This is an optimization exercise on Yosys and OpenROAD, whose aim is small area, a short achievable clock period and few clock cycles, not a production implementation. In this exercise RTL edits were held to simulation tests only and were not proved equivalent to the original.

==> design.v <==
module bitcoin_hash(
  input logic clk, reset_n, start,
  input logic [31:0] message_addr, output_addr,
  output logic done, mem_we,
  output logic [15:0] mem_addr,
  output logic [31:0] mem_write_data,
  input logic [31:0] mem_read_data);
  localparam logic [2:0] S_IDLE = 3'd0, S_W0 = 3'd1, S_B0 = 3'd2, S_FF = 3'd3,
                         S_P = 3'd4, S_INN = 3'd5, S_OUT = 3'd6, S_W1 = 3'd7;
  localparam logic [255:0] IV = {32'h6a09e667, 32'hbb67ae85, 32'h3c6ef372, 32'ha54ff53a,
                                 32'h510e527f, 32'h9b05688c, 32'h1f83d9ab, 32'h5be0cd19};
  function automatic logic [31:0] kval(input logic [5:0] idx);
    case (idx)
      6'd0: kval = 32'h428a2f98;
      6'd1: kval = 32'h71374491;
      6'd2: kval = 32'hb5c0fbcf;
      6'd3: kval = 32'he9b5dba5;
      6'd4: kval = 32'h3956c25b;
      6'd5: kval = 32'h59f111f1;
      6'd6: kval = 32'h923f82a4;
      6'd7: kval = 32'hab1c5ed5;
      6'd8: kval = 32'hd807aa98;
      6'd9: kval = 32'h12835b01;
      6'd10: kval = 32'h243185be;
      6'd11: kval = 32'h550c7dc3;
      6'd12: kval = 32'h72be5d74;
      6'd13: kval = 32'h80deb1fe;
      6'd14: kval = 32'h9bdc06a7;
      6'd15: kval = 32'hc19bf174;
      6'd16: kval = 32'he49b69c1;
      6'd17: kval = 32'hefbe4786;
      6'd18: kval = 32'h0fc19dc6;
      6'd19: kval = 32'h240ca1cc;
      6'd20: kval = 32'h2de92c6f;
      6'd21: kval = 32'h4a7484aa;
      6'd22: kval = 32'h5cb0a9dc;
      6'd23: kval = 32'h76f988da;
      6'd24: kval = 32'h983e5152;
      6'd25: kval = 32'ha831c66d;
      6'd26: kval = 32'hb00327c8;
      6'd27: kval = 32'hbf597fc7;
      6'd28: kval = 32'hc6e00bf3;
      6'd29: kval = 32'hd5a79147;
      6'd30: kval = 32'h06ca6351;
      6'd31: kval = 32'h14292967;
      6'd32: kval = 32'h27b70a85;
      6'd33: kval = 32'h2e1b2138;
      6'd34: kval = 32'h4d2c6dfc;
      6'd35: kval = 32'h53380d13;
      6'd36: kval = 32'h650a7354;
      6'd37: kval = 32'h766a0abb;
      6'd38: kval = 32'h81c2c92e;
      6'd39: kval = 32'h92722c85;
      6'd40: kval = 32'ha2bfe8a1;
      6'd41: kval = 32'ha81a664b;
      6'd42: kval = 32'hc24b8b70;
      6'd43: kval = 32'hc76c51a3;
      6'd44: kval = 32'hd192e819;
      6'd45: kval = 32'hd6990624;
      6'd46: kval = 32'hf40e3585;
      6'd47: kval = 32'h106aa070;
      6'd48: kval = 32'h19a4c116;
      6'd49: kval = 32'h1e376c08;
      6'd50: kval = 32'h2748774c;
      6'd51: kval = 32'h34b0bcb5;
      6'd52: kval = 32'h391c0cb3;
      6'd53: kval = 32'h4ed8aa4a;
      6'd54: kval = 32'h5b9cca4f;
      6'd55: kval = 32'h682e6ff3;
      6'd56: kval = 32'h748f82ee;
      6'd57: kval = 32'h78a5636f;
      6'd58: kval = 32'h84c87814;
      6'd59: kval = 32'h8cc70208;
      6'd60: kval = 32'h90befffa;
      6'd61: kval = 32'ha4506ceb;
      6'd62: kval = 32'hbef9a3f7;
      6'd63: kval = 32'hc67178f2;
      default: kval = 32'h0;
    endcase
  endfunction
  function automatic logic [31:0] ivw(input logic [2:0] idx);
    ivw = IV[255 - 32*idx -: 32];
  endfunction
  function automatic logic [31:0] rotr(input logic [31:0] x, input int k);
    rotr = (x >> k) | (x << (32 - k));
  endfunction
  logic [2:0]  ph;
  logic [6:0]  c;
  logic [3:0]  n;
  logic        wpend;    
  logic [15:0] oaddr;    
  logic [31:0] a1, a2, a3, e, f, g, h, t1;
  logic [31:0] p, r, kreg;
  logic [31:0] w [1:15];
  logic        f_iv;     
  assign mem_write_data = w[1];
  logic [31:0] bs1, ch, u1, v1, u2, v2, newT1, newE;
  assign bs1 = rotr(e, 6) ^ rotr(e, 11) ^ rotr(e, 25);
  assign ch  = (e & f) ^ (~e & g);
  assign u1 = p ^ bs1 ^ ch;
  assign v1 = ((p & bs1) | (p & ch) | (bs1 & ch)) << 1;
  assign newT1 = u1 + v1;
  assign u2 = a3 ^ u1 ^ v1;
  assign v2 = ((a3 & u1) | (a3 & v1) | (u1 & v1)) << 1;
  assign newE = u2 + v2;
  logic [31:0] bs0, maj, u3, v3, newA;
  assign bs0 = rotr(a1, 2) ^ rotr(a1, 13) ^ rotr(a1, 22);
  assign maj = (a1 & a2) ^ (a1 & a3) ^ (a2 & a3);
  assign u3 = t1 ^ bs0 ^ maj;
  assign v3 = ((t1 & bs0) | (t1 & maj) | (bs0 & maj)) << 1;
  assign newA = u3 + v3;
  logic [31:0] px, u4, v4;
  assign px = f_iv ? IV[31:0] : g;
  assign u4 = px ^ kreg ^ w[15];
  assign v4 = ((px & kreg) | (px & w[15]) | (kreg & w[15])) << 1;
  logic [31:0] ss0, ss1, u6, v6, sched;
  assign ss0 = rotr(w[2], 7) ^ rotr(w[2], 18) ^ (w[2] >> 3);
  assign ss1 = rotr(w[14], 17) ^ rotr(w[14], 19) ^ (w[14] >> 10);
  assign u6 = w[1] ^ w[10] ^ ss0;
  assign v6 = ((w[1] & w[10]) | (w[1] & ss0) | (w[10] & ss0)) << 1;
  assign sched = ss1 + r;
  logic [31:0] ffsum;
  assign ffsum = w[8] + (ff_out ? w[7] : ivw(ff_i));
  logic [31:0] src;
  always_comb begin
    src = ({32{s_mem}} & mem_read_data) | ({32{s_w8}} & w[8]) | ({32{s_ff}} & ffsum)
        | ({32{s_sch}} & sched) | ({32{s_n}} & {28'd0, n})
        | {s_c80, 21'd0, s_640, s_256, s_640, 7'd0};
  end
  logic [2:0] ph_n;
  logic [6:0] c_n;
  always_comb begin
    ph_n = ph;
    c_n = c + 7'd1;
    case (ph)
      S_IDLE: c_n = c;
      S_W0: ph_n = S_W1;
      S_W1: begin
        ph_n = S_B0;
        c_n = 7'd0;
      end
      S_B0: if (c == 7'd66) begin
        ph_n = S_FF;
        c_n = 7'd0;
      end
      S_FF: if (c == 7'd18) begin
        ph_n = S_P;
        c_n = 7'd58;
      end
      S_P: if (c == 7'd65) begin
        if (wpend && n == 4'd15) ph_n = S_IDLE;
        else begin
          ph_n = S_INN;
          c_n = 7'd2;
        end
      end
      S_INN: if (c == 7'd66) begin
        ph_n = S_OUT;
        c_n = 7'd0;
      end
      S_OUT: if (c == 7'd65) begin
        ph_n = S_P;
        c_n = 7'd58;
      end
      default: ;
    endcase
  end
  logic inb_n;
  logic e_en, a_en, a_force, a_mem, chain, s_full, s_w8r, w7_ff, w7_mem;
  logic s_mem, s_w8, s_ff, s_sch, s_n, s_c80, s_640, s_256;
  logic ff_out;
  logic [2:0] ff_i;
  logic a_msg, a_res, a_step;
  logic [4:0] a_d;
  logic we_n;
  assign inb_n = (ph_n == S_B0) || (ph_n == S_INN) || (ph_n == S_OUT);
  always_ff @(posedge clk) begin
    e_en <= inb_n && (c_n >= 7'd2) && (c_n <= 7'd65);
    a_en <= inb_n && (c_n >= 7'd3) && (c_n <= 7'd65);
    a_force <= inb_n && (c_n == 7'd2);
    a_mem <= (ph_n == S_INN);
    chain <= (ph_n == S_P);
    s_full <= ((ph_n == S_B0) || (ph_n == S_INN)) && (c_n == 7'd66);
    s_w8r <= (ph_n == S_P) && (c_n == 7'd58);
    w7_ff <= ((ph_n == S_FF) && (c_n <= 7'd7)) || ((ph_n == S_P) && (c_n == 7'd59));
    w7_mem <= ((ph_n == S_INN) && (c_n == 7'd66)) || ((ph_n == S_OUT) && (c_n <= 7'd6));
    f_iv <= (c_n == 7'd1) && (ph_n == S_B0 || ph_n == S_OUT);
    ff_out <= (ph_n == S_OUT);
    ff_i <= (ph_n == S_FF) ? c_n[2:0] : 3'd0;
    s_mem <= 1'b0; s_w8 <= 1'b0; s_ff <= 1'b0; s_sch <= 1'b0;
    s_n <= 1'b0; s_c80 <= 1'b0; s_640 <= 1'b0; s_256 <= 1'b0;
    case (ph_n)
      S_B0: if (c_n <= 7'd15) s_mem <= 1'b1; else s_sch <= 1'b1;
      S_FF: if (c_n >= 7'd17) s_mem <= 1'b1;
      S_P: begin
        if (c_n == 7'd58) s_mem <= 1'b1;
        else if (c_n >= 7'd64) s_w8 <= 1'b1;
      end
      S_INN: begin
        if (c_n == 7'd2) s_w8 <= 1'b1;
        else if (c_n == 7'd3) s_n <= 1'b1;
        else if (c_n == 7'd4) s_c80 <= 1'b1;
        else if (c_n == 7'd15) s_640 <= 1'b1;
        else if (c_n >= 7'd16) s_sch <= 1'b1;
      end
      S_OUT: begin
        if (c_n <= 7'd7) s_ff <= 1'b1;
        else if (c_n == 7'd8) s_c80 <= 1'b1;
        else if (c_n == 7'd15) s_256 <= 1'b1;
        else if (c_n >= 7'd64) s_mem <= 1'b1;
        else if (c_n >= 7'd16) s_sch <= 1'b1;
      end
      default: ;
    endcase
    a_msg <= 1'b0;
    a_res <= 1'b0;
    a_step <= 1'b0;
    a_d <= 5'd1;
    we_n <= 1'b0;
    case (ph_n)
      S_W1: a_step <= 1'b1;
      S_B0: begin
        a_step <= (c_n <= 7'd13);
        a_msg <= (c_n == 7'd66);
      end
      S_FF: begin
        a_step <= (c_n >= 7'd7) && (c_n != 7'd14);
        a_msg <= (c_n == 7'd6);
        we_n <= (c_n >= 7'd6) && (c_n <= 7'd13);
        if (c_n == 7'd15) a_d <= 5'd9;
        else if (c_n == 7'd18) a_d <= -5'd11;
      end
      S_P: begin
        a_step <= (c_n <= 7'd64);
        a_res <= (c_n == 7'd65);
        a_d <= -5'd1;
      end
      S_INN: begin
        a_msg <= (c_n == 7'd64);
        a_step <= (c_n >= 7'd65);
      end
      S_OUT: begin
        a_step <= (c_n <= 7'd4) || (c_n >= 7'd62);
        if (c_n == 7'd62) a_d <= 5'd9;
        else if (c_n == 7'd65) a_d <= -5'd11;
      end
      default: ;
    endcase
  end
  always_ff @(posedge clk) begin
    t1 <= newT1;
    p <= u4 + v4;
    r <= u6 + v6;
    kreg <= kval(c[5:0]);
    for (int i = 1; i < 15; i++) w[i] <= w[i+1];
    w[15] <= src;
    if (s_full)
      {w[8], w[9], w[10], w[11], w[12], w[13], w[14], w[15]} <= {newA, a1, a2, a3, e, f, g, h};
    if (s_w8r) w[8] <= newA;
    if (w7_ff) w[7] <= ffsum;
    if (w7_mem) w[7] <= mem_read_data;
    if (a_en) a1 <= newA;
    else if (a_force) a1 <= a_mem ? mem_read_data : IV[255:224];
    else if (chain) a1 <= mem_read_data;
    else a1 <= IV[223:192];
    if (a_en || a_force || chain) begin
      a2 <= a1;
      a3 <= a2;
    end else begin
      a2 <= IV[191:160];
      a3 <= IV[159:128];
    end
    if (e_en) e <= newE;
    else if (chain) e <= a3;
    else e <= IV[127:96];
    if (e_en || chain) begin
      f <= e;
      g <= f;
      h <= g;
    end else begin
      f <= IV[95:64];
      g <= IV[63:32];
      h <= IV[31:0];
    end
    if (a_msg) mem_addr <= message_addr[15:0];
    else if (a_res) mem_addr <= oaddr;
    else if (a_step) mem_addr <= mem_addr + {{11{a_d[4]}}, a_d};
    ph <= ph_n;
    c <= c_n;
    mem_we <= we_n && (ph != S_IDLE);
    case (ph)
      S_W0: begin
        mem_addr <= message_addr[15:0];
        oaddr <= output_addr[15:0];
        n <= 4'd0;
        wpend <= 1'b0;
      end
      S_P: if (c == 7'd65 && wpend) begin
        mem_we <= 1'b1;
        oaddr <= oaddr + 16'd1;
        n <= n + 4'd1;
        wpend <= 1'b0;
        if (n == 4'd15) done <= 1'b1;
      end
      S_OUT: if (c == 7'd65) wpend <= 1'b1;
      default: ;
    endcase
    if (start) begin
      ph <= S_W0;
      done <= 1'b0;
      mem_we <= 1'b0;
    end
    if (!reset_n) begin
      ph <= S_IDLE;
      done <= 1'b0;
      mem_we <= 1'b0;
    end
  end
endmodule
==> flow/run.sh <==
#!/bin/bash
# The standard layout (standard.sh: the standard synthesis and ORFS flow
# with config.mk's settings), with only the setup repair's slack margin
# raised to 6.3 ns: repair_timing then works the paths down toward 3.7 ns.
# The clock, the constraints and every other step are the standard ones.
# The whole make output goes to standard_flow.log in the work folder.
set -euo pipefail
cd "$(dirname "$0")/.."
bash standard.sh SETUP_SLACK_6.3=6.3 finish > standard_flow.log 2>&1
==> standard.sh <==
#!/bin/bash
# synth_recipe.tcl (not shown) runs the flow's synth.tcl, then flattens the netlist and writes it again
# the make line also repeats each setting of config.mk as NAME=value (left out here)
make -C /OpenROAD-flow-scripts/flow DESIGN_CONFIG=/design/flow/config.mk WORK_HOME=/design/flow/orfs CLKGATE_MAP_FILE= SYNTH_SCRIPT=/design/flow/synth_recipe.tcl "${@:-finish}"
==> config.mk <==
export PLATFORM = sky130hd
export DESIGN_NAME = bitcoin_hash
export DESIGN_NICKNAME = bitcoin_hash
export VERILOG_FILES = /design/flow/design.v
export SDC_FILE = /design/flow/constraint.sdc
export NUM_CORES = 4
export LEC_CHECK = 0
export ABC_AREA = 1
export CAP_MARGIN = 20
export CORE_MARGIN = 2
export CORE_UTILIZATION = 65
export CTS_CLUSTER_DIAMETER = 60
export CTS_CLUSTER_SIZE = 30
export PLACE_DENSITY = 0.75
export SLEW_MARGIN = 20
==> constraint.sdc <==
create_clock -name core_clock -period 10.0 [get_ports {clk}]
set_input_delay 2.0000 -clock core_clock [delete_from_list [all_inputs] [get_ports {clk}]]
set_output_delay 2.0000 -clock core_clock [all_outputs]
set_load 0.01 [all_outputs]
==> results_dict.tcl <==
set metrics [dict create \
    max_clock_freq_mhz 181 \
    hpwl_um 146000 \
    first_pass_iters 13 \
    track_usage_pct 47.9 \
    rr_worst_depth 23 \
    synthesis.area_um2 49600 \
    io_pins 149 \
    max_cap_violations 0 \
    core-area_um2 75700 \
    top_register "w" \
    clock_latency_ns 0.70 \
    period_needed_ns 5.52 \
    critPathKind "reg -> reg" \
    postCtsSetupRepairBufs 0 \
    grt_max_degree 137 \
    fin_ws_ns 4.48 \
    vias_per_cell 6.32 \
    setup_violations 0 \
    end_kind "flip-flop" \
    fp.dieH_um 280 \
    clkSinkCount 909 \
    clockBufferDepth 3 \
    cp.arrival_ns 6.12 \
    fin_crit_sh_pct 55.2 \
    n_fill_cell 5703 \
    place.gp.congestion 1.08 \
    multi_input_area_um2 26600 \
    numCtsBuffers 68 \
    grt_antenna_before_repair 16 \
    crit_fanout 11 \
    fin_setup_tns_ns 0 \
    cts_tree "yes" \
    seqCellArea_um2 18600 \
    drc 0 \
    numPortBuffers 116 \
    status "no timing/DRC/antenna violations" \
    drt-total-wl_um 192000 \
    largest_register_ffs 480 \
    layout-drive-gt1-share_pct 4.45 \
    vias 46933 \
    finalHoldViolCount 0 \
    hold_slack_ns 0.307 \
    die_width_um 280 \
    cts_root_buffer "clkbuf_16" \
    postCtsHoldBufs 0 \
    async_reset_ff_share_pct 0 \
    ant_nets 0 \
    area_delta_synth_final_pct 9.02 \
    h-tree-depth 3 \
    synth_warnings 2 \
    die-area_um2 78600 \
    grt_pass1_wl_um 278000 \
    final_common_cell "nand2_1" \
    synth_edf_count 37 \
    crit_required_ns 10.60 \
    utilization_pct 71.4 \
    syn_avg_cell_area_um2 7.75 \
    dp_worst_setup_slack_ns 4.82 \
    rsz0062_at_grt "false" \
    hp-class "reg -> reg" \
    synth.ff_latch_count 909 \
    relSlewSlack_pct 14.4 \
    cts.repair.resized 0 \
    finClkSkew_ns 0.0563 \
    slew_violations 0 \
    clk_pin_slew_worst_paths_ns 0.09 \
    synth_seq_area_share_pct 37.4 \
    rows 101 \
    ys_types 71 \
    synth_ff_type "dfxtp_1" \
    grt_remaining_overflow 0 \
    synthesis.instances 6399 \
    syn-num-nets 6913 \
    start_util_pct 65.5 \
    fin_nets 6906 \
    layout_common_cells "1195 x nand2_1, 939 x inv_1, 870 x dfxtp_1" \
    worst_pin_slew_ns 1.28 \
    startpoint_type "flip-flop" \
    grt_pass1_vias 44702 \
    holdPathStages 0 \
    drt-initial-drc-count 7506 \
    avgRoutedWirePerCell_um 25.8 \
]
-- stage by stage --
step | cells | cell area, um2
4_1_cts | 7422 | 54000
6_report | 7431 | 54100
3_3_place_gp | 7299 | 51400
3_5_place_dp | 7299 | 51400
5_1_grt | 7426 | 54100
2_1_floorplan | 6399 | 49600
-- synthesized netlist by cell type (5+ instances only) --
cell | count | area share [%]
a21boi_0 | 13 | 0.20
a21o_1 | 33 | 0.50
a21oi_1 | 409 | 4.1
a221o_1 | 5 | 0.10
a221oi_1 | 36 | 0.64
a22oi_1 | 7 | 0.11
a31oi_1 | 38 | 0.48
buf_1 | 10 | 0.076
buf_2 | 7 | 0.071
clkbuf_1 | 202 | 1.5
dfxtp_1 | 872 | 35
edfxtp_1 | 37 | 2.2
fa_1 | 162 | 6.5
ha_1 | 253 | 6.4
inv_1 | 940 | 7.1
inv_2 | 13 | 0.098
maj3_1 | 11 | 0.22
nand2_1 | 1195 | 9.0
nand2_2 | 8 | 0.10
nand2_4 | 11 | 0.25
nand3_1 | 236 | 2.4
nand3b_1 | 12 | 0.18
nand4_1 | 36 | 0.45
nor2_1 | 485 | 3.7
nor2_2 | 12 | 0.15
nor2_4 | 8 | 0.18
nor3_1 | 46 | 0.46
nor4_1 | 9 | 0.11
o2111ai_1 | 6 | 0.11
o211ai_1 | 34 | 0.51
o21a_1 | 12 | 0.18
o21ai_0 | 634 | 6.4
o21ai_1 | 16 | 0.16
o21bai_1 | 23 | 0.35
o221ai_1 | 6 | 0.11
o22ai_1 | 23 | 0.29
o311ai_0 | 9 | 0.16
o31ai_1 | 13 | 0.20
or2_2 | 54 | 0.68
xnor2_1 | 183 | 3.2
xor2_1 | 222 | 3.9
-- logic make-up (layout without fill, tap and decap cells) --
family	after synthesis	after routing	share of synthesized area (%)
other	0	8	0
adders and majority gates	426	426	13.1
and+or+nand+nor	2131	2131	18.1
AOI/OAI and AO/OA	1344	1344	15.1
xor gates and xnor gates	405	405	7.15
DFF	909	909	37.4
buffers and inverters	1184	1230	9.06
-- area by class of cell --
class	instances	area share, %
well taps	978	2.26
multi-input cells	4306	49.1
flip-flops and latches	909	34.3
clock inverters	52	1.78
inverters	961	6.71
clock buffers	71	3.17
diodes	8	0.0370
repair buffers	146	2.58
-- worst max-delay path, cell delays in order, from the launching register on --
cell and delay, ns:
dfxtp_1 0.58, inv_1 0.25, ha_1 0.30, inv_1 0.07, ha_1 0.30, inv_1 0.30, nor3_1 0.09, inv_1 0.13
nand2_1 0.10, inv_1 0.23, o21ai_0 0.20, o21a_1 0.17, ha_1 0.34, o21ai_0 0.18, o21bai_1 0.57, nand2_1 0.10
nand2_1 0.18, nand2_1 0.07, nand2_1 0.10, xor2_1 0.56, nand2_1 0.11, o211ai_1 0.27, o21ai_0 0.17, inv_1 0.08
-- path summary, 6_finish.rpt --
kind                            slack (ns)   endpoint  startpoint
worst max-delay path                  4.48  w[15][11]     ff_i[0]
worst min register to register        0.31   w[5][23]    w[6][23]
worst min-delay path                  0.31   w[5][23]    w[6][23]
worst max register to register        4.48  w[15][11]     ff_i[0]
-- layer usage --
layer	track usage (%)	vias to the layer above	part of all wire, %
li1	-	20596	-
met1	57.7	21644	35
met2	71.2	3593	42
met3	15.7	1078	14
met4	35.9	22	9.4
met5	1.56	-	0.074
Testbench counts, summed over its fixed seeds: cycles 83,592.

## separate check: timing with driven ports
How much do the figures lean on ideal ports? The routed layout below was timed once more, with nothing changed but the port constraints. Step 1 sets driving cells, clkbuf_16 on the clock port and buf_2 on the other inputs (assumed; they add their load-dependent delay and slew). Step 2 also shifts input and output timing later by t, the mid clock arrival at the registers, as if the neighbouring blocks saw the same clock. Three values: ideal ports, drivers, drivers and shift; two values: the first two.
t, ns: 0.737
setup WS [ns]: 4.481 / 4.481 / 4.481
worst setup path at the end: register to register
clock arrival spread, ns: 0.062 / 0.062
worst slew at a driven data input, ns: 0.05
After both steps setup and hold are still met in this run. For this run, drivers alone change the setup slack by 0.000 ns; drivers and shift together by 0.000 ns.
